What follows belongs to an exercise in optimizing a design on an open flow for small area; a production flow would make more cautious choices. RTL that was checked went through simulation tests only; none was proved equivalent to the original. Only the layout flow was run in runs 5 and 6; the RTL was not checked for function there. No activity file was given, so power comes from the tool's default toggle rates.

## run.sh

```bash
#!/bin/bash
# synth_recipe.tcl (not shown) runs the flow's synth.tcl, then flattens the netlist and writes it again
# the make line also repeats each setting of config.mk as NAME=value (left out here)
make -C /OpenROAD-flow-scripts/flow DESIGN_CONFIG=/design/flow/config.mk WORK_HOME=/design/flow/orfs CLKGATE_MAP_FILE= SYNTH_SCRIPT=/design/flow/synth_recipe.tcl finish
```

## config.mk

```make
export PLATFORM = sky130hd
export DESIGN_NAME = remessagizer
export DESIGN_NICKNAME = remessagizer
export VERILOG_FILES = /design/flow/design.v
export SDC_FILE = /design/flow/constraint.sdc
export NUM_CORES = 4
export LEC_CHECK = 0
export CAP_MARGIN = 20
export CORE_MARGIN = 10
export CORE_UTILIZATION = 40
export CTS_BUF_LIST = sky130_fd_sc_hd__clkbuf_4 sky130_fd_sc_hd__clkbuf_8
export CTS_CLUSTER_DIAMETER = 60
export CTS_CLUSTER_SIZE = 14
export SLEW_MARGIN = 20
```

## design.v

```verilog
module remessagizer
  ( CLK, RESET,
    packet, packetValid,
    message, messageValid );
   input               CLK;
   input               RESET;
   input [7:0]         packet;
   input               packetValid;
   output [7:0]        message;
   output reg          messageValid;
   localparam R    = 210;         
   localparam D    = 4;           
   localparam S    = 32;          
   localparam NTAP = (R + S - 1) / S;
   reg [2:0]           hp;       
   reg                 indata;   
   reg [3:0]           prem;     
   reg [7:0]           mrem;     
   wire                dbyte  = packetValid & indata;
   wire                hbyte  = packetValid & ~indata & (hp == 3'd4) & (mrem == 8'd0);
   wire                wr     = dbyte | hbyte;           
   wire                done   = dbyte & (mrem == 8'd1);   
   always @(posedge CLK) begin
      if (RESET)
        mrem <= 8'd0;
      else if (hbyte)
        mrem <= packet;
      else if (dbyte)
        mrem <= mrem - 8'd1;
   end
   always @(posedge CLK) begin
      if (RESET | ~packetValid) begin
         hp <= 3'd0;
         indata <= 1'b0;
      end else if (~indata) begin
         hp <= hp + 3'd1;
         if (hp == 3'd5)
           prem <= packet[3:0];
         if (hp == 3'd7)
           indata <= 1'b1;
      end else begin
         prem <= prem - 4'd1;
         if (prem == 4'd1) begin
            indata <= 1'b0;
            hp <= 3'd4;
         end
      end
   end
   reg [8*D-1:0]       dl;
   reg [D-1:0]         f;
   reg [D-1:0]         dd;       
   wire [8*D-1:0]      age;
   wire [D-1:0]        pend;
   assign age  = {dl[8*D-1:8], packet};
   assign pend = {f[D-1:1], wr};
   reg [7:0]           p_w;      
   wire                portok = (p_w % D == 0);
   wire                wnow   = portok & (pend != 0);
   wire [7:0]          pa = 8'd1 << p_w[7:5];
   wire [7:0]          pb = {8{wnow}} & (8'd1 << p_w[4:2]);
   reg [D-1:0]         sel;      
   reg [7:0]           wdata;
   integer             i;
   always @* begin
      sel = 0;
      for (i = 0; i < D; i = i + 1)
        if (pend[i])
          sel = 1 << i;
      wdata = 8'd0;
      for (i = 0; i < D; i = i + 1)
        wdata = wdata | (age[8*i +: 8] & {8{sel[i]}});
   end
   always @(posedge CLK) begin
      dl[8*D-1:8] <= age[8*D-9:0];
      f[D-1:1] <= pend[D-2:0] & ~(sel[D-2:0] & {(D-1){wnow}});
      dd[D-1:1] <= {dd[D-2:1], done};
      if (RESET) begin
         f[D-1:1] <= 0;
         dd[D-1:1] <= 0;
      end
   end
   reg [7:0]           h;        
   reg [4:0]           cnt;      
   reg [7:0]           drem;     
   wire [7:0]          tapno   = h / S;
   wire                attap   = (h % S == 0);
   wire                start   = ~messageValid & (cnt != 5'd0) & attap;
   wire                consume = start | messageValid;
   wire                sweep   = (p_w <= h);    
   reg [8*R-1:0]       ring;
   wire [8*R-1:0]      ring_t;   
   wire [8*NTAP-1:0]   tapv;
   wire [7:0]          tapval = tapv[8*tapno +: 8];
   assign message = messageValid ? tapval : 8'd0;
   genvar j;
   generate
      for (j = 0; j < R; j = j + 1) begin : st
         localparam P   = (j + R - 1) % R;       
         localparam INV = ((P / D) % 2 == 1);    
         wire [7:0] prev = ring_t[8*P +: 8];
         assign ring_t[8*j +: 8] = ring[8*j +: 8] ^ {8{INV}};
         if (P % D == 0) begin : port
            wire       clr;
            if (P % S == 0) begin : tap
               if (P == 0)
                 assign clr = (consume & (tapno == 0)) | sweep;
               else
                 assign clr = consume & (tapno == P / S);
               assign tapv[8*(P/S) +: 8] = prev;
            end else begin : notap
               assign clr = 1'b0;
            end
            wire       we = pa[P/32] & pb[(P/D)%8];
            wire [7:0] nxt = (prev & {8{~clr}}) | (wdata & {8{we}});
            always @(posedge CLK)
              ring[8*j +: 8] <= nxt ^ {8{INV}};
         end else begin : plain
            always @(posedge CLK)
              ring[8*j +: 8] <= ring[8*P +: 8];
         end
      end
   endgenerate
   always @(posedge CLK) begin
      if (RESET) begin
         messageValid <= 1'b0;
         cnt <= 5'd0;
         p_w <= 8'd0;
         h <= 8'd0;
      end else begin
         cnt <= cnt + {4'd0, dd[D-1]} - {4'd0, start};
         if (start) begin
            drem <= tapval;
            messageValid <= 1'b1;
         end else if (messageValid) begin
            drem <= drem - 8'd1;
            if (drem == 8'd1)
              messageValid <= 1'b0;
         end
         if (~wnow)
           p_w <= (p_w == R - 1) ? 8'd0 : p_w + 8'd1;
         if (~consume)
           h <= (h == R - 1) ? 8'd0 : h + 8'd1;
      end
   end
endmodule
```

## constraint.sdc

```tcl
create_clock -name core_clock -period 10.0 [get_ports {CLK}]
set_input_delay 2.0000 -clock core_clock [delete_from_list [all_inputs] [get_ports {CLK}]]
set_output_delay 2.0000 -clock core_clock [all_outputs]
set_load 0.01 [all_outputs]
```

==> results of run 1 <==
[registers in the layout, indices dropped and copies added, names as in the netlist, 4 cells and up]
name,count
p_w,8
h,8
drem,8
mrem,8
prem,4
ring,1680
dl,24
cnt,5
[cell type report]
cell class / count / share of cell area
Multi-Input combinational cell: 870 / 0.1160
Clock inverter: 17 / 0.005656
Antenna cell: 2 / 0.0001114
Tap cell: 1368 / 0.03811
Sequential cell: 1756 / 0.7854
Timing Repair Buffer: 37 / 0.007244
Inverter: 35 / 0.002925
Clock buffer: 147 / 0.04449
[layer usage]
metal  routed length (um)  vias up
met3                 4120      119
met1                38720     9258
met2                32420      387
li1                     -     9233
met4                 1610        0
met5                    0        -
[stage by stage]
stage | setup WS, ps | power (uW) | util
finish | 4594 | 11360 | 0.4421
global route | 4406 | 11810 | 0.4420
CTS | 4530 | 11480 | 0.4420
detailed placement | 5291 | 8018 | 0.4198
global placement | 5349 | 8017 | 0.4198
floorplan | 6477 | 7815 | -
[layout by cell type (no fill, tap or decap), types with 18 or more instances in the layout]
cell type / Yosys / layout
nand2_1: 77 / 77
o22ai_1: 56 / 56
clkbuf_8: 0 / 143
buf_4: 27 / 18
nor2_1: 65 / 64
dfxtp_1: 1744 / 1744
ha_1: 31 / 31
inv_1: 35 / 35
o21ai_0: 195 / 195
a21oi_1: 245 / 239
clkdlybuf4s50_1: 0 / 19
xnor2_1: 18 / 18
[how the worst min path moves through the flow]
stage,from,depth (start not counted),endpoint,slack (ps)
3_3_place_gp,ring[1427]$_DFF_P_,0,ring[1435]$_DFF_P_,310
6_report,ring[749]$_DFF_P_,0,ring[757]$_DFF_P_,290
5_1_grt,ring[858]$_DFF_P_,0,ring[866]$_DFF_P_,290
4_1_cts,ring[858]$_DFF_P_,0,ring[866]$_DFF_P_,280
2_1_floorplan,ring[1672]$_DFF_P_,0,ring[0]$_DFF_P_,310
3_5_place_dp,ring[1374]$_DFF_P_,0,ring[1382]$_DFF_P_,310
[critical path, stage by stage, from the launching register on]
cell,delay (ps)
dfxtp_1,1040
inv_1,350
a21oi_1,460
and2_1,180
clkdlybuf4s50_1,540
[power breakdown]
| group | leakage, uW | switching [uW] | total (uW) | internal, uW |
|---|---|---|---|---|
| registers | 0.0146 | 124 | 7460 | 7330 |
| clock network | 0.00117 | 2100 | 3490 | 1390 |
| logic | 0.00154 | 250 | 413 | 164 |
| total | 0.0173 | 2470 | 11400 | 8890 |
[cell families after synthesis]
group	count (synthesis)	share of synthesized area
DFF	1756	0.8628
muxes	17	0.004744
and+or+nand+nor	231	0.02788
buffers and inverters	108	0.01279
xor gates and xnor gates	25	0.005356
AOI/OAI and AO/OA	565	0.07648
adders and majority gates	32	0.009977
==> results_dict.tcl, run 1 <==
set metrics [dict create \
    status "no timing/DRC/antenna violations" \
    finalHoldViolations 0 \
    syn_nets 2777 \
    netlist_instances 2734 \
    hpwl_um 44860 \
    dp.cells 4066 \
    clockBufferDepth 3 \
    grt.overflow.total 0 \
    ys_seq_area_frac 0.8628 \
    grt_pass1_vias 18523 \
    drtIter0Drc 1460 \
    nets 2886 \
    drive_above_1_share 0.08071 \
    syn_to_final_growth_pct 9.848 \
    rrSetupSlack_ps 6820 \
    slew_viol_final 0 \
    cts_tree "built" \
    fin_worst_skew_ps 58.42 \
    finalSetupViolations 0 \
    clock.fmax_ghz 0.1850 \
    rsz0062_at_grt "false" \
    crit_path_end_kind "output port" \
    rows 117 \
    yosysTopAreaCell "dfxtp_1" \
    routed_via_density 4.489 \
    die_area_sq_um 115400 \
    grt.met1_usage 0.1882 \
    peakVddDrop_uv 117.3 \
    netlist.area_leader.share 0.8540 \
    cts_buffers 143 \
    fp.dieH_um 339.7 \
    syn_area_sq_um 40880 \
    place_congestion 0.8236 \
    layoutNonFillerInstCount 4232 \
    crit_arrival_ps 3410 \
    cp_max_fo 28 \
    num-fill-cells 9099 \
    netlist-cell-type-count 58 \
    ys.flop_type "dfxtp_1" \
    min_period_ps 5406 \
    wl_per_cell_um 18.16 \
    postSynthAreaPerCell_sq_um 14.95 \
    grt_max_degree 40 \
    cap_viol_max_count 0 \
    seq_area_sq_um 35270 \
    ys_warn_count 1 \
    fin_crit_sh 0.5406 \
    finalInstanceArea_sq_um 44910 \
    worst_slew_margin_rel 0.2812 \
    cp.required_ps 8000 \
    post_cts_buffers 0 \
    vias 18997 \
    root_buffer "clkbuf_8" \
    synth_area_leaders "dfxtp_1, a21oi_1, o21ai_0" \
    clk_pin_slew_ps 90 \
    busiest_layer "met2" \
    r2r-end "ring[12]$_DFF_P_" \
    coreArea_sq_um 101600 \
    cts_resized 0 \
    cts_sinks 1756 \
    finalSetupTns_ps 0 \
    remaining_drc_errors 0 \
    grt_usage 0.1314 \
    antenna_found_initial 2 \
    tightest_slew_ps 1077 \
    powerDensity_nw_per_um2 252.9 \
    io_buffer_count 19 \
    worstRegToRegCells 6 \
    postRouteAntennaNets 0 \
    cp-endpoint "message[7]" \
    die_w_um 339.7 \
    met2_usage 0.1922 \
    r2r_start "h[7]$_SDFFE_PP0N_" \
    placed_area_sq_um 42650 \
    p_leak_uw 0.01732 \
    synth_edf_count 12 \
    hold_path.class "reg -> reg" \
    fin_hold_ws_ps 288.2 \
    synth_common_cells "dfxtp_1, a21oi_1, o21ai_0" \
    holdBufCountCts 0 \
    met3_usage 0.03238 \
    start_kind "flop" \
    cp-startpoint "h[7]$_SDFFE_PP0N_" \
    drt_wl_total_um 76870 \
    path_class "reg -> out" \
    multiInputGateArea_sq_um 5211 \
    synth.most_common_cell "dfxtp_1" \
    ys_async_sr_fraction 0 \
    dr.pass1.iters 5 \
    clock_latency_ps 850 \
    cts.htree.levels 4 \
    io_pins 20 \
    grt_pass1_wl_um 114500 \
    initial_core_util 0.4024 \
    synth_seq_cells 1756 \
]
==> run 2, diff against run 1 <==
--- a/config.mk
+++ b/config.mk
@@ -8,7 +8,7 @@
 export CAP_MARGIN = 20
 export CORE_MARGIN = 10
 export CORE_UTILIZATION = 40
-export CTS_BUF_LIST = sky130_fd_sc_hd__clkbuf_4 sky130_fd_sc_hd__clkbuf_8
-export CTS_CLUSTER_DIAMETER = 60
-export CTS_CLUSTER_SIZE = 14
+export CTS_BUF_LIST = sky130_fd_sc_hd__clkbuf_8
+export CTS_CLUSTER_DIAMETER = 120
+export CTS_CLUSTER_SIZE = 18
 export SLEW_MARGIN = 20
==> results_dict.tcl, run 2 <==
set metrics [dict create \
    status "no timing/DRC/antenna violations" \
    peakVddDrop_uv 117.8 \
    nets 2850 \
    clock_latency_ps 800 \
    syn_to_final_growth_pct 8.199 \
    ys_seq_area_frac 0.8628 \
    worst_slew_margin_rel 0.2855 \
    synth_compound_area_frac 0.07648 \
    path_class "reg -> out" \
    yosysTopAreaCell "dfxtp_1" \
    ys_warn_count 1 \
    drive_above_1_share 0.06461 \
    p_int_uw 8485 \
    finalHoldViolations 0 \
    finalSetupTns_ps 0 \
    antenna_found_initial 3 \
    grt.overflow.total 0 \
    wl_per_cell_um 18.20 \
    hold_path.class "reg -> reg" \
    holdBufCountCts 0 \
    reg_top3 "ring x1680, dl x24" \
    grt_max_degree 40 \
    slew_viol_final 0 \
    fin_crit_sh 0.5391 \
    vias 18763 \
    clockBufferDepth 3 \
    p_total_uw 10820 \
    powerDensity_nw_per_um2 244.5 \
    io_buffer_count 19 \
    syn_nets 2777 \
    dr.pass1.iters 5 \
    cp_top_family "flip-flops" \
    ys.flop_type "dfxtp_1" \
    place_congestion 0.8236 \
    cts_resized 0 \
    switchingPower_uw 2332 \
    synth-xor-area-share 0.005356 \
    remaining_drc_errors 0 \
    synth-simple-area-share 0.02788 \
    cts_buffers 107 \
    netlist-cell-type-count 58 \
    synth_common_cells "dfxtp_1, a21oi_1, o21ai_0" \
    start_kind "flop" \
    min_period_ps 5391 \
    regMostFlops "ring" \
    netlist.area_leader.share 0.8540 \
    syn_area_sq_um 40880 \
    swShare 0.2156 \
    cts_tree "built" \
    postSynthAreaPerCell_sq_um 14.95 \
    grt_pass1_wl_um 113600 \
    die_area_sq_um 115400 \
    synth_top_family_by_area "compound AO/OA/AOI/OAI gates" \
    max_stage_delay_ps 1050 \
    fp.dieH_um 339.7 \
    final_cell_mix "dfxtp_1, a21oi_1, o21ai_0" \
    rows 117 \
    synth_area_leaders "dfxtp_1, a21oi_1, o21ai_0" \
    cp_max_fo 28 \
    grt_pass1_vias 18079 \
    drt_wl_total_um 76230 \
    path_buf_inv 2 \
    hpwl_um 44860 \
    crit_path_end_kind "output port" \
    initial_core_util 0.4024 \
    netlist_instances 2734 \
    synth.most_common_cell "dfxtp_1" \
    tightest_slew_ps 1070 \
    cts.htree.levels 3 \
    routed_via_density 4.479 \
    finalSetupViolations 0 \
    placed_area_sq_um 42650 \
    cts_sinks 1756 \
    worstPathCellList "inv_1, a21oi_1, and2_1, clkdlybuf4s50_1" \
    die_w_um 339.7 \
    finalInstanceArea_sq_um 44240 \
    io_pins 20 \
    synth_edf_count 12 \
    post_cts_buffers 0 \
    p_comb_frac 0.038 \
    drtIter0Drc 1254 \
    p_clk_frac 0.272 \
    layout_commonest_cell "dfxtp_1" \
    cp.required_ps 8000 \
    largest_reg_flops 1680 \
    postRouteAntennaNets 0 \
    clock.fmax_ghz 0.1855 \
    rsz0062_at_grt "false" \
    fin_worst_skew_ps 67.33 \
    clk_pin_slew_ps 120 \
    synthAdderAreaFrac 0.009977 \
    crit_arrival_ps 3390 \
    synth_seq_cells 1756 \
    crit_slowest_cell "dfxtp_1" \
    grt_usage 0.1293 \
    seq_power_share 0.690 \
    p_leak_uw 0.01698 \
    cap_viol_max_count 0 \
    synthMuxAreaShare 0.004744 \
    coreArea_sq_um 101600 \
    root_buffer "clkbuf_8" \
    ys_async_sr_fraction 0 \
]
-- run 2: changes by cell type in the layout (fill, tap and decap cells not counted), sizes merged --
cell	previous run	this run
clkinv	4	1
diode	2	4
inv	46	45
clkbuf	147	108
bufinv	2	0
-- run 2: path summary, 6_finish.rpt --
path,from,endpoint,slack [ps],cells after the start
min,ring[494]$_DFF_P_,ring[502]$_DFF_P_,310,0
min reg2reg,ring[494]$_DFF_P_,ring[502]$_DFF_P_,310,0
max,h[7]$_SDFFE_PP0N_,message[7],4610,4
max reg2reg,h[7]$_SDFFE_PP0N_,ring[12]$_DFF_P_,6780,6
-- run 2: per-layer routing --
metal  vias to the layer above  track usage  share of wire
met4                         0      0.04050          0.023
met2                       338       0.1905           0.42
met3                       112      0.02196          0.044
li1                       9132            -              -
met1                      9181       0.1916           0.52
met5                         -            0              0
-- run 2: cells by family (layout without fill, tap and decap cells) --
| kind of cell | Yosys count | count (layout) |
|---|---|---|
| buffers and inverters | 108 | 191 |
| muxes | 17 | 17 |
| xor gates and xnor gates | 25 | 25 |
| and+or+nand+nor | 231 | 231 |
| AOI/OAI and AO/OA | 565 | 565 |
| adders and majority gates | 32 | 32 |
| DFF | 1756 | 1756 |
| other | 0 | 4 |
-- run 2: power groups by stage --
stage | Combinational [uW] | Clock, uW | Sequential [uW]
after floorplan | 260 | 0 | 7550
after global placement | 397 | 0 | 7620
after detailed placement | 403 | 0 | 7610
after CTS | 407 | 3040 | 7460
after global routing | 458 | 3290 | 7490
final | 412 | 2950 | 7460
-- run 2: per-stage QoR --
step,hold slack [ps],worst slack (ps),utilization,cells
after floorplan,309.6,6477,-,2734
after global placement,309.6,5349,0.4198,4066
after detailed placement,312.1,5291,0.4198,4066
after CTS,290.7,4535,0.4353,4185
after global routing,311.6,4418,0.4354,4187
final,306.8,4609,0.4354,4189
-- run 2: layout make-up --
type / count / area [sq um]
diodes: 4 / 10.01
clock buffers: 108 / 1486
multi-input cells: 870 / 5211
clock inverters: 11 / 86.33
fillers: 9144 / 57360
well taps: 1368 / 1712
repair buffers: 37 / 325.3
inverters: 35 / 131.4
flip-flops and latches: 1756 / 35270
==> run 3, diff against run 2 <==
--- a/config.mk
+++ b/config.mk
@@ -9,6 +9,6 @@
 export CORE_MARGIN = 10
 export CORE_UTILIZATION = 40
 export CTS_BUF_LIST = sky130_fd_sc_hd__clkbuf_8
-export CTS_CLUSTER_DIAMETER = 120
-export CTS_CLUSTER_SIZE = 18
+export CTS_CLUSTER_DIAMETER = 70
+export CTS_CLUSTER_SIZE = 19
 export SLEW_MARGIN = 20
==> results_dict.tcl, run 3 <==
set metrics [dict create \
    crit_arrival_ps 3350 \
    tightest_slew_ps 1077 \
    postRouteAntennaNets 0 \
    peakVddDrop_uv 116.7 \
    worst_slew_margin_rel 0.2812 \
    cts_resized 0 \
    utilization 0.4353 \
    syn_to_final_growth_pct 8.177 \
    grt_pass1_vias 18107 \
    hp-start "ring[467]$_DFF_P_" \
    worstPathCellList "inv_1, a21oi_1, and2_1, clkdlybuf4s50_1" \
    grt_usage 0.1290 \
    syn_area_sq_um 40880 \
    ys.flop_type "dfxtp_1" \
    swShare 0.2161 \
    coreArea_sq_um 101600 \
    cts_tree "built" \
    routed_via_density 4.503 \
    r2r_start "h[7]$_SDFFE_PP0N_" \
    final_cell_mix "dfxtp_1, a21oi_1, o21ai_0" \
    switchingPower_uw 2335 \
    io_pins 20 \
    cp-startpoint "h[7]$_SDFFE_PP0N_" \
    path_class "reg -> out" \
    synth_area_leaders "dfxtp_1, a21oi_1, o21ai_0" \
    io_buffer_count 19 \
    synth_common_cells "dfxtp_1, a21oi_1, o21ai_0" \
    place_congestion 0.8236 \
    synth.most_common_cell "dfxtp_1" \
    grt_max_degree 40 \
    netlist_instances 2734 \
    fin_crit_sh 0.5346 \
    num-fill-cells 9150 \
    root_buffer "clkbuf_8" \
    p_total_uw 10800 \
    initial_core_util 0.4024 \
    holdBufCountCts 0 \
    remaining_drc_errors 0 \
    netlist-cell-type-count 58 \
    nets 2847 \
    die_w_um 339.7 \
    finalHoldViolations 0 \
    cp_max_fo 28 \
    postSynthAreaPerCell_sq_um 14.95 \
    synth_seq_cells 1756 \
    yosysTopAreaCell "dfxtp_1" \
    crit_slowest_cell "dfxtp_1" \
    p_comb_frac 0.038 \
    drtIter0Drc 1361 \
    rows 117 \
    drt_wl_total_um 76370 \
    die_area_sq_um 115400 \
    rsz0062_at_grt "false" \
    ys_seq_area_frac 0.8628 \
    netlist.area_leader.share 0.8540 \
    layout_commonest_cell "dfxtp_1" \
    fin_worst_skew_ps 75.79 \
    vias 18854 \
    powerDensity_nw_per_um2 244.3 \
    regMostFlops "ring" \
    start_kind "flop" \
    syn_nets 2777 \
    clock_latency_ps 770 \
    max_stage_delay_ps 1050 \
    cts_buffers 104 \
    p_clk_frac 0.271 \
    cts.htree.levels 3 \
    ys_async_sr_fraction 0 \
    min_period_ps 5346 \
    cp.required_ps 8000 \
    antenna_found_initial 3 \
    largest_reg_flops 1680 \
    cts_sinks 1756 \
    grt_pass1_wl_um 113400 \
    ys_warn_count 1 \
    finalSetupTns_ps 0 \
    grt.overflow.total 0 \
    slew_viol_final 0 \
    wl_per_cell_um 18.24 \
    p_leak_uw 0.01696 \
    seq_power_share 0.690 \
    drive_above_1_share 0.06463 \
    status "no timing/DRC/antenna violations" \
    finalSetupViolations 0 \
    post_cts_buffers 0 \
    cap_viol_max_count 0 \
    clockBufferDepth 3 \
    clock.fmax_ghz 0.1871 \
    seq_area_sq_um 35270 \
    crit_path_end_kind "output port" \
    dr.pass1.iters 5 \
    fp.dieH_um 339.7 \
    reg_top3 "ring x1680, dl x24" \
    p_int_uw 8469 \
    multiInputGateArea_sq_um 5211 \
    fin_hold_ws_ps 298.1 \
    hold_path.class "reg -> reg" \
    hpwl_um 44860 \
    synth_edf_count 12 \
    clk_pin_slew_ps 110 \
]
[run 3: layout make-up]
class / count / share of cell area
diodes: 3 / 0.0001697
clock buffers: 105 / 0.03268
clock inverters: 13 / 0.002744
inverters: 35 / 0.002970
multi-input cells: 870 / 0.1178
flip-flops and latches: 1756 / 0.7976
well taps: 1368 / 0.03870
repair buffers: 37 / 0.007355
[run 3: cell families (layout without fill, tap and decap cells)]
| family | Yosys count | in the layout | share of synthesized area |
|---|---|---|---|
| buffers and inverters | 108 | 190 | 0.01279 |
| AND/OR/NAND/NOR | 231 | 231 | 0.02788 |
| multiplexers | 17 | 17 | 0.004744 |
| adder cells (fa/ha/maj) | 32 | 32 | 0.009977 |
| AO/OA/AOI/OAI | 565 | 565 | 0.07648 |
| other | 0 | 3 | 0 |
| XOR/XNOR | 25 | 25 | 0.005356 |
| flip-flops | 1756 | 1756 | 0.8628 |
[run 3: worst paths after layout]
check / cells after the start / slack [ps] / endpoint
worst max-delay path: 4 / 4650 / message[7]
worst min-delay path: 0 / 300 / ring[475]$_DFF_P_
worst max register to register: 6 / 6810 / ring[12]$_DFF_P_
worst min register to register: 0 / 300 / ring[475]$_DFF_P_
[run 3: per-layer routing]
metal  up-vias  GRT usage  share of wire
met5         -          0              0
met2       370     0.1920           0.42
met3       115    0.02101          0.045
met4         0    0.03723          0.024
met1      9237     0.1913           0.51
li1       9132          -              -
[run 3: metrics by stage]
stage          cells  instance area [sq um]  setup WS (ps)
2_1_floorplan   2734                  40880           6477
3_3_place_gp    4066                  42640           5349
3_5_place_dp    4066                  42650           5291
4_1_cts         4184                  44220           4607
5_1_grt         4186                  44220           4482
6_report        4187                  44230           4654
[run 3: power groups by stage]
stage / registers (uW) / logic [uW] / clock network (uW)
after floorplan: 7550 / 260 / 0
after global placement: 7620 / 397 / 0
after detailed placement: 7610 / 403 / 0
after CTS: 7460 / 407 / 3030
after global routing: 7490 / 458 / 3270
final: 7460 / 414 / 2930
[run 3: critical path, delay by kind of cell, from the launching register on]
| kind | cells | cell delay (ps) |
|---|---|---|
| flip-flops | 1 | 1050 |
| buffers and inverters | 2 | 900 |
| AO/OA/AOI/OAI | 1 | 460 |
| AND/OR/NAND/NOR | 1 | 190 |
==> run 4, diff against run 3 <==
--- a/config.mk
+++ b/config.mk
@@ -9,6 +9,6 @@
 export CORE_MARGIN = 10
 export CORE_UTILIZATION = 40
 export CTS_BUF_LIST = sky130_fd_sc_hd__clkbuf_8
-export CTS_CLUSTER_DIAMETER = 70
+export CTS_CLUSTER_DIAMETER = 90
 export CTS_CLUSTER_SIZE = 19
 export SLEW_MARGIN = 20
==> results_dict.tcl, run 4 <==
set metrics [dict create \
    status "no timing/DRC/antenna violations" \
    ys.flop_type "dfxtp_1" \
    cp.required_ps 8000 \
    dr.pass1.iters 5 \
    cap_viol_max_count 0 \
    min_path_cells 0 \
    rsz0062_at_grt "false" \
    antenna_found_initial 2 \
    fp.dieH_um 339.7 \
    worstRegToRegCells 6 \
    synth_area_leaders "dfxtp_1, a21oi_1, o21ai_0" \
    r2r-end "ring[12]$_DFF_P_" \
    drt_wl_total_um 76030 \
    hpwl_um 44860 \
    clock.fmax_ghz 0.1865 \
    grt_usage 0.1285 \
    cts_tree "built" \
    start_kind "flop" \
    powerDensity_nw_per_um2 243.3 \
    reg_top3 "ring x1680, dl x24" \
    synth_seq_cells 1756 \
    netlist.area_leader.share 0.8540 \
    rrSetupSlack_ps 6800 \
    wl_per_cell_um 18.18 \
    drive_above_1_share 0.06226 \
    post_cts_buffers 0 \
    die_w_um 339.7 \
    grt_pass1_wl_um 112700 \
    p_leak_uw 0.01694 \
    syn_to_final_growth_pct 7.987 \
    cp_max_fo 28 \
    netlist-cell-type-count 58 \
    root_buffer "clkbuf_8" \
    finalHoldViolations 0 \
    final_cell_mix "dfxtp_1, a21oi_1, o21ai_0" \
    synth_common_cells "dfxtp_1, a21oi_1, o21ai_0" \
    hold_path.class "reg -> reg" \
    synth_edf_count 12 \
    largest_reg_flops 1680 \
    tightest_slew_ps 1086 \
    cts_buffers 102 \
    place_congestion 0.8236 \
    ys_async_sr_fraction 0 \
    finalInstanceArea_sq_um 44150 \
    grt.overflow.total 0 \
    peakVddDrop_uv 103.4 \
    p_int_uw 8446 \
    syn_nets 2777 \
    finalSetupTns_ps 0 \
    p_comb_frac 0.038 \
    nets 2845 \
    min_period_ps 5362 \
    fin_crit_sh 0.5362 \
    postRouteAntennaNets 0 \
    grt_max_degree 40 \
    switchingPower_uw 2295 \
    fin_worst_skew_ps 54.44 \
    clk_pin_slew_ps 120 \
    syn_area_sq_um 40880 \
    cts_sinks 1756 \
    grt_pass1_vias 17969 \
    seq_power_share 0.695 \
    layout_commonest_cell "dfxtp_1" \
    drtIter0Drc 1442 \
    clockBufferDepth 3 \
    postSynthAreaPerCell_sq_um 14.95 \
    rows 117 \
    io_pins 20 \
    die_area_sq_um 115400 \
    hp-start "ring[830]$_DFF_P_" \
    r2r_start "h[7]$_SDFFE_PP0N_" \
    regMostFlops "ring" \
    coreArea_sq_um 101600 \
    p_clk_frac 0.267 \
    holdBufCountCts 0 \
    swShare 0.2137 \
    cts_resized 0 \
    finalSetupViolations 0 \
    cts.htree.levels 3 \
    min_delay_worst_endpoint "ring[838]$_DFF_P_" \
    path_class "reg -> out" \
    p_total_uw 10740 \
    worst_slew_margin_rel 0.2749 \
    dpl_worst_slack_ps 5291 \
    slew_viol_final 0 \
    synth.most_common_cell "dfxtp_1" \
    clock_latency_ps 770 \
    remaining_drc_errors 0 \
    ys_seq_area_frac 0.8628 \
    crit_path_end_kind "output port" \
    yosysTopAreaCell "dfxtp_1" \
    setup_ws_ps 4638 \
    ys_warn_count 1 \
    routed_via_density 4.470 \
    initial_core_util 0.4024 \
    io_buffer_count 19 \
    vias 18693 \
    placed_area_sq_um 42650 \
    crit_arrival_ps 3360 \
    netlist_instances 2734 \
]
==> run 4: cell counts after synthesis <==
Identical to the previous run, type by type.
==> run 4: critical path, cell delays in order (launching register included) <==
cell and delay, ps:
dfxtp_1 1060, inv_1 350, a21oi_1 450, and2_1 180, clkdlybuf4s50_1 540
==> run 4: worst max-delay path by stage <==
stage	startpoint	to	cells after the start
2_1_floorplan	h[6]$_SDFFE_PP0N_	message[7]	5
3_3_place_gp	packetValid	ring[1452]$_DFF_P_	7
3_5_place_dp	packetValid	ring[105]$_DFF_P_	7
4_1_cts	h[7]$_SDFFE_PP0N_	message[7]	4
5_1_grt	h[7]$_SDFFE_PP0N_	message[7]	4
6_report	h[7]$_SDFFE_PP0N_	message[7]	4
==> run 4: metal layers <==
metal | routed length [um] | part of all wire | vias up | global-route usage
met3 | 3740 | 0.049 | 113 | 0.02502
met5 | 0 | 0 | - | 0
li1 | - | - | 9124 | -
met4 | 1705 | 0.022 | 0 | 0.03686
met2 | 32090 | 0.42 | 345 | 0.1906
met1 | 38500 | 0.51 | 9111 | 0.1886
==> run 4: cells by family (layout without fill, tap and decap cells) <==
group | Yosys count | in the layout | synth area share
other cells | 0 | 3 | 0
compound gates | 565 | 565 | 0.07648
fa+ha+maj | 32 | 32 | 0.009977
simple gates | 231 | 231 | 0.02788
mux | 17 | 17 | 0.004744
flops | 1756 | 1756 | 0.8628
buf+inv | 108 | 185 | 0.01279
xor+xnor | 25 | 25 | 0.005356
==> run 4: stage by stage <==
| stage | util | instances | hold WS [ps] |
|---|---|---|---|
| 6_report | 0.4346 | 4182 | 312.9 |
| 5_1_grt | 0.4345 | 4180 | 322.8 |
| 4_1_cts | 0.4345 | 4179 | 306.1 |
| 3_5_place_dp | 0.4198 | 4066 | 312.1 |
| 3_3_place_gp | 0.4198 | 4066 | 309.6 |
| 2_1_floorplan | - | 2734 | 309.6 |
==> run 4: power by group through the flow <==
stage	registers, uW	clock network, uW	logic (uW)
2_1_floorplan	7550	0	260
3_3_place_gp	7620	0	397
3_5_place_dp	7610	0	403
4_1_cts	7460	2970	407
5_1_grt	7490	3210	460
6_report	7460	2870	411
==> run 4: final cells by class <==
type,instances,area [sq um]
diodes,3,7.507
clock buffers,104,1431
clock inverters,9,57.56
fillers,9142,57450
inverters,35,131.4
multi-input cells,870,5211
flip-flops and latches,1756,35270
well taps,1368,1712
repair buffers,37,325.3
==> run 5, diff against run 4 <==
--- a/design.v
+++ b/design.v
@@ -14,7 +14,6 @@
    localparam NTAP = (R + S - 1) / S;
    reg [2:0]           hp;       
    reg                 indata;   
-   reg [3:0]           prem;     
    reg [7:0]           mrem;     
    wire                dbyte  = packetValid & indata;
    wire                hbyte  = packetValid & ~indata & (hp == 3'd4) & (mrem == 8'd0);
@@ -34,16 +33,11 @@
          indata <= 1'b0;
       end else if (~indata) begin
          hp <= hp + 3'd1;
-         if (hp == 3'd5)
-           prem <= packet[3:0];
          if (hp == 3'd7)
            indata <= 1'b1;
-      end else begin
-         prem <= prem - 4'd1;
-         if (prem == 4'd1) begin
-            indata <= 1'b0;
-            hp <= 3'd4;
-         end
+      end else if (mrem == 8'd1) begin
+         indata <= 1'b0;
+         hp <= 3'd4;
       end
    end
    reg [8*D-1:0]       dl;
--- a/config.mk
+++ b/config.mk
@@ -9,6 +9,6 @@
 export CORE_MARGIN = 10
 export CORE_UTILIZATION = 40
 export CTS_BUF_LIST = sky130_fd_sc_hd__clkbuf_8
-export CTS_CLUSTER_DIAMETER = 90
+export CTS_CLUSTER_DIAMETER = 70
 export CTS_CLUSTER_SIZE = 19
 export SLEW_MARGIN = 20
==> results_dict.tcl, run 5 <==
set metrics [dict create \
    status "no timing/DRC/antenna violations" \
    setup_ws_ps 4082 \
    num-fill-cells 9123 \
    grt_pass1_wl_um 118500 \
    synth_common_cells "dfxtp_1, a21oi_1, o21ai_1" \
    holdBufCountCts 0 \
    path_class "reg -> out" \
    syn_to_final_growth_pct 7.678 \
    min_period_ps 5918 \
    antenna_found_initial 2 \
    cap_viol_max_count 0 \
    p_comb_frac 0.039 \
    rows 117 \
    io_pins 20 \
    cts.htree.levels 3 \
    synth.most_common_cell "dfxtp_1" \
    seq_area_sq_um 35150 \
    cts_resized 0 \
    finalSetupTns_ps 0 \
    dp.cells 4018 \
    drive_above_1_share 0.08382 \
    p_clk_frac 0.272 \
    hpwl_um 46470 \
    io_buffer_count 19 \
    fin_worst_skew_ps 40.45 \
    syn_nets 2759 \
    coreArea_sq_um 102000 \
    seq_power_share 0.689 \
    start_kind "flop" \
    remaining_drc_errors 0 \
    dr.pass1.iters 6 \
    vias 18940 \
    synth_area_leaders "dfxtp_1, a21oi_1, o21ai_1" \
    netlist.area_leader.share 0.8478 \
    cts_buffers 103 \
    switchingPower_uw 2308 \
    clk_pin_slew_ps 120 \
    ys_seq_area_frac 0.8537 \
    nets 2795 \
    slew_viol_final 0 \
    rsz0062_at_grt "false" \
    post_cts_buffers 0 \
    reg_top3 "ring x1680, dl x24" \
    initial_core_util 0.4036 \
    fin_crit_sh 0.5918 \
    grt.overflow.total 0 \
    worst_slew_margin_rel 0.2340 \
    cp_max_fo 23 \
    clockBufferDepth 3 \
    syn_area_sq_um 41180 \
    netlist_instances 2719 \
    drt_wl_total_um 78810 \
    largest_reg_flops 1680 \
    layout_commonest_cell "dfxtp_1" \
    yosysTopAreaCell "dfxtp_1" \
    drtIter0Drc 1263 \
    postSynthAreaPerCell_sq_um 15.15 \
    ys_warn_count 1 \
    die_area_sq_um 116200 \
    crit_path_end_kind "output port" \
    final_cell_mix "dfxtp_1, a21oi_1, o21ai_1" \
    powerDensity_nw_per_um2 243.6 \
    multiInputGateArea_sq_um 5469 \
    place_congestion 0.8065 \
    cts_tree "built" \
    ys_async_sr_fraction 0 \
    wl_per_cell_um 19.05 \
    dpl_worst_slack_ps 4677 \
    netlist-cell-type-count 65 \
    synth_edf_count 8 \
    p_int_uw 8492 \
    swShare 0.2137 \
    die_w_um 340.9 \
    clock_latency_ps 750 \
    cts_sinks 1752 \
    postRouteAntennaNets 0 \
    cp.required_ps 8000 \
    p_leak_uw 0.01689 \
    crit_arrival_ps 3920 \
    clock.fmax_ghz 0.1690 \
    ys.flop_type "dfxtp_1" \
    grt_usage 0.1334 \
    peakVddDrop_uv 104.8 \
    grt_pass1_vias 19145 \
    fp.dieH_um 340.9 \
    hold_path.class "reg -> reg" \
    layoutNonFillerInstCount 4137 \
    routed_via_density 4.578 \
    tightest_slew_ps 1149 \
    finalHoldViolations 0 \
    regMostFlops "ring" \
    root_buffer "clkbuf_8" \
    grt_max_degree 61 \
    synth_seq_cells 1752 \
    finalSetupViolations 0 \
]
-- run 5: cell count changes in the layout (fill, tap and decap cells not counted), sizes merged, moves of 10 or more --
| cell | previous run | this run |
|---|---|---|
| a21o | 18 | 4 |
| a21oi | 256 | 236 |
| a31oi | 0 | 11 |
| nand2 | 77 | 46 |
| nor2 | 65 | 30 |
| nor3 | 9 | 42 |
| or3 | 6 | 32 |
| xnor2 | 18 | 8 |
-- run 5: cells by family (layout without fill, tap and decap cells) --
logic type,count (synthesis),after routing,synth area share
simple gates,207,207,0.03260
xor+xnor,16,16,0.003403
flops,1752,1752,0.8537
buf+inv,133,182,0.01644
fa+ha+maj,29,29,0.008994
other cells,0,1,0
mux,19,19,0.005165
compound gates,563,563,0.07973
-- run 5: path summary, 6_finish.rpt --
| kind | slack [ps] | from | to | depth (start not counted) |
|---|---|---|---|---|
| max | 4080 | h[6]$_SDFFE_PP0N_ | message[7] | 6 |
| max reg2reg | 6300 | h[0]$_SDFFE_PP0N_ | cnt[4]$_SDFF_PP0_ | 12 |
| min | 310 | ring[1617]$_DFF_P_ | ring[1625]$_DFF_P_ | 0 |
| min reg2reg | 310 | ring[1617]$_DFF_P_ | ring[1625]$_DFF_P_ | 0 |
-- run 5: per-stage QoR --
| step | utilization | cell area, sq um | hold slack [ps] | total power [uW] |
|---|---|---|---|---|
| 4_1_cts | 0.4345 | 44340 | 299.4 | 10900 |
| 6_report | 0.4346 | 44340 | 309.7 | 10800 |
| 3_3_place_gp | 0.4190 | 42760 | 309.6 | 7991 |
| 3_5_place_dp | 0.4191 | 42760 | 312.1 | 8021 |
| 5_1_grt | 0.4346 | 44340 | 313.8 | 11210 |
| 2_1_floorplan | - | 41180 | 309.6 | 7802 |
-- run 5: cell type report --
cell class / instances / area share
antenna: 1 / 0.00005643
timing repair buffer: 38 / 0.007506
clock inverter: 11 / 0.002286
multi-input combinational: 834 / 0.1233
sequential: 1752 / 0.7928
inverter: 26 / 0.002201
tap: 1368 / 0.03860
clock buffer: 107 / 0.03321
-- run 5: power groups by stage --
stage / sequential, uW / combinational (uW) / clock (uW)
after CTS: 7440 / 428 / 3030
final: 7440 / 424 / 2940
after global placement: 7590 / 402 / 0
after global routing: 7470 / 477 / 3270
after floorplan: 7530 / 276 / 0
after detailed placement: 7600 / 424 / 0
-- run 5: critical path, stage by stage, from the launching register on --
cell	delay, ps
dfxtp_1	850
buf_4	400
mux2_2	370
o221a_2	240
a21oi_1	530
and2_1	210
clkdlybuf4s50_1	550
-- run 5: per-layer routing --
layer / GRT usage / part of all wire / vias up
met3: 0.02284 / 0.041 / 147
met2: 0.2025 / 0.43 / 408
met5: 0 / 0 / -
met4: 0.03924 / 0.026 / 0
met1: 0.1935 / 0.50 / 9330
li1: - / - / 9055
==> run 6, diff against run 5 <==
--- a/config.mk
+++ b/config.mk
@@ -9,6 +9,6 @@
 export CORE_MARGIN = 10
 export CORE_UTILIZATION = 40
 export CTS_BUF_LIST = sky130_fd_sc_hd__clkbuf_8
-export CTS_CLUSTER_DIAMETER = 70
+export CTS_CLUSTER_DIAMETER = 90
 export CTS_CLUSTER_SIZE = 19
 export SLEW_MARGIN = 20
==> results_dict.tcl, run 6 <==
set metrics [dict create \
    status "no timing/DRC/antenna violations" \
    largest_reg_flops 1680 \
    crit_arrival_ps 3940 \
    root_buffer "clkbuf_8" \
    synth_area_leaders "dfxtp_1, a21oi_1, o21ai_1" \
    syn_area_sq_um 41180 \
    top_layer "met4" \
    tightest_slew_ps 1161 \
    p_comb_frac 0.040 \
    die_w_um 340.9 \
    drt-met1-wl_um 39690 \
    regMostFlops "ring" \
    grt_usage 0.1331 \
    fin_worst_skew_ps 28.04 \
    cts.htree.levels 3 \
    p_clk_frac 0.269 \
    nets 2794 \
    grt.overflow.total 0 \
    cp.required_ps 8000 \
    grt_pass1_vias 19123 \
    ys_warn_count 1 \
    remaining_drc_errors 0 \
    rrSetupSlack_ps 6320 \
    synth_seq_cells 1752 \
    synth_edf_count 8 \
    routed_via_density 4.569 \
    postSynthAreaPerCell_sq_um 15.15 \
    die_area_sq_um 116200 \
    p_total_uw 10760 \
    p_int_uw 8434 \
    cts_tree "built" \
    hpwl_um 46470 \
    layout_commonest_cell "dfxtp_1" \
    powerDensity_nw_per_um2 242.9 \
    slew_viol_final 0 \
    clock.fmax_ghz 0.1685 \
    clock_latency_ps 750 \
    cp_max_fo 23 \
    fp.dieH_um 340.9 \
    grt_pass1_wl_um 118400 \
    met2_length_um 34030 \
    netlist-cell-type-count 65 \
    finalSetupTns_ps 0 \
    crit_slowest_cell "dfxtp_1" \
    ys_seq_area_frac 0.8537 \
    initial_core_util 0.4036 \
    post_cts_buffers 0 \
    netlist_instances 2719 \
    wl_per_cell_um 19.10 \
    fin_crit_sh 0.5936 \
    rsz0062_at_grt "false" \
    cap_viol_max_count 0 \
    coreArea_sq_um 102000 \
    drtIter0Drc 1250 \
    swShare 0.2159 \
    path_class "reg -> out" \
    clk_pin_slew_ps 110 \
    drt_wl_total_um 78940 \
    holdBufCountCts 0 \
    ys_async_sr_fraction 0 \
    rows 117 \
    cts_buffers 102 \
    netlist.area_leader.share 0.8478 \
    final_cell_mix "dfxtp_1, a21oi_1, o21ai_1" \
    peakVddDrop_uv 93.60 \
    clockBufferDepth 3 \
    grt_max_degree 61 \
    fin_hold_ws_ps 316.8 \
    worstPathCellList "buf_4, mux2_2, o221a_2, a21oi_1, and2_1, clkdlybuf4s50_1" \
    finalSetupViolations 0 \
    io_buffer_count 19 \
    drive_above_1_share 0.08285 \
    start_kind "flop" \
    postRouteAntennaNets 0 \
    place_congestion 0.8065 \
    syn_to_final_growth_pct 7.541 \
    switchingPower_uw 2322 \
    seq_power_share 0.692 \
    crit_path_end_kind "output port" \
    synth.most_common_cell "dfxtp_1" \
    syn_nets 2759 \
    cts_sinks 1752 \
    vias 18884 \
    cts_resized 0 \
    yosysTopAreaCell "dfxtp_1" \
    dr.pass1.iters 5 \
    finalHoldViolations 0 \
    antenna_found_initial 2 \
    io_pins 20 \
    ys.flop_type "dfxtp_1" \
    p_leak_uw 0.01686 \
    hold_path.class "reg -> reg" \
    wl_met3_um 3197 \
    max_stage_delay_ps 860 \
    reg_top3 "ring x1680, dl x24" \
    worst_slew_margin_rel 0.2259 \
    min_period_ps 5936 \
    synth_common_cells "dfxtp_1, a21oi_1, o21ai_1" \
]
-- run 6: cell counts after synthesis --
Identical to the previous run, type by type.
-- run 6: metrics by stage --
stage / cell area [sq um] / setup WS, ps / instances / util
final: 44290 / 4064 / 4133 / 0.4340
after global routing: 44290 / 3884 / 4133 / 0.4340
after CTS: 44280 / 4030 / 4132 / 0.4340
after detailed placement: 42760 / 4677 / 4018 / 0.4191
after global placement: 42760 / 4687 / 4018 / 0.4190
after floorplan: 41180 / 6439 / 2719 / -
-- run 6: cell families (layout without fill, tap and decap cells) --
family          after synthesis  after routing  synth area share
flops                      1752           1752            0.8537
compound gates              563            563           0.07973
simple gates                207            207           0.03260
buf+inv                     133            178           0.01644
fa+ha+maj                    29             29          0.008994
mux                          19             19          0.005165
xor+xnor                     16             16          0.003403
other cells                   0              1                 0
-- run 6: power by group through the flow --
stage	Combinational, uW	Sequential [uW]	Clock (uW)
2_1_floorplan	276	7530	0
3_3_place_gp	402	7590	0
3_5_place_dp	424	7600	0
4_1_cts	428	7440	2980
5_1_grt	477	7470	3210
6_report	425	7440	2890
-- run 6: final timing paths --
check,start,endpoint,cells after the start
max,h[6]$_SDFFE_PP0N_,message[7],6
min,ring[1656]$_DFF_P_,ring[1664]$_DFF_P_,0
max reg2reg,h[0]$_SDFFE_PP0N_,cnt[4]$_SDFF_PP0_,12
min reg2reg,ring[1656]$_DFF_P_,ring[1664]$_DFF_P_,0
-- run 6: area by class of cell --
class	instances	area, sq um
antenna	1	2.502
clock buffer	102	1404
clock inverter	12	113.9
fill	9104	57750
inverter	26	97.59
multi-input combinational	834	5469
sequential	1752	35150
tap	1368	1712
timing repair buffer	38	332.8
-- run 6: critical path, delay by kind of cell (launching register included) --
family,cells,cell delay (ps)
DFF,1,860
buffers and inverters,2,950
muxes,1,370
and+or+nand+nor,1,210
AOI/OAI and AO/OA,2,770
-- run 6: per-layer routing --
metal	vias to the layer above	global-route usage
met3	143	0.02151
met1	9272	0.1934
li1	9062	-
met2	407	0.2028
met4	0	0.03870
met5	-	0

==> afterwards: timing with drivers on the ports <==
No port has a modelled driver above. Below, the same layouts with a new extraction and two added sets of constraints. Step 1 assumes that a clkbuf_16 drives the clock port and a buf_2 every other input. Step 2 moves the port delays by t, midway between the first and last clock arrival at a register: inputs arrive t later, outputs are due t later. That takes back most of the time a late clock gives input paths. a / b / c = no drivers / after step 1 / after step 2; a / b = the first two.
run	shift t [ns]	setup slack, ns	hold slack, ns	worst setup path after step 2	worst data-port slew with drivers (ns)
run 1	0.885	4.594 / 4.533 / 5.327	0.288 / 0.288 / 0.288	input to register	0.04
run 2	0.828	4.609 / 4.546 / 5.333	0.307 / 0.307 / 0.307	input to register	0.04
run 3	0.799	4.654 / 4.592 / 5.331	0.298 / 0.298 / 0.298	input to register	0.04
run 4	0.798	4.638 / 4.578 / 5.328	0.313 / 0.313 / 0.313	input to register	0.04
run 5	0.796	4.082 / 4.019 / 4.638	0.310 / 0.310 / 0.310	input to register	0.07
run 6	0.804	4.064 / 3.999 / 4.609	0.317 / 0.317 / 0.317	input to register	0.07
After both steps setup and hold are still met in every run listed.
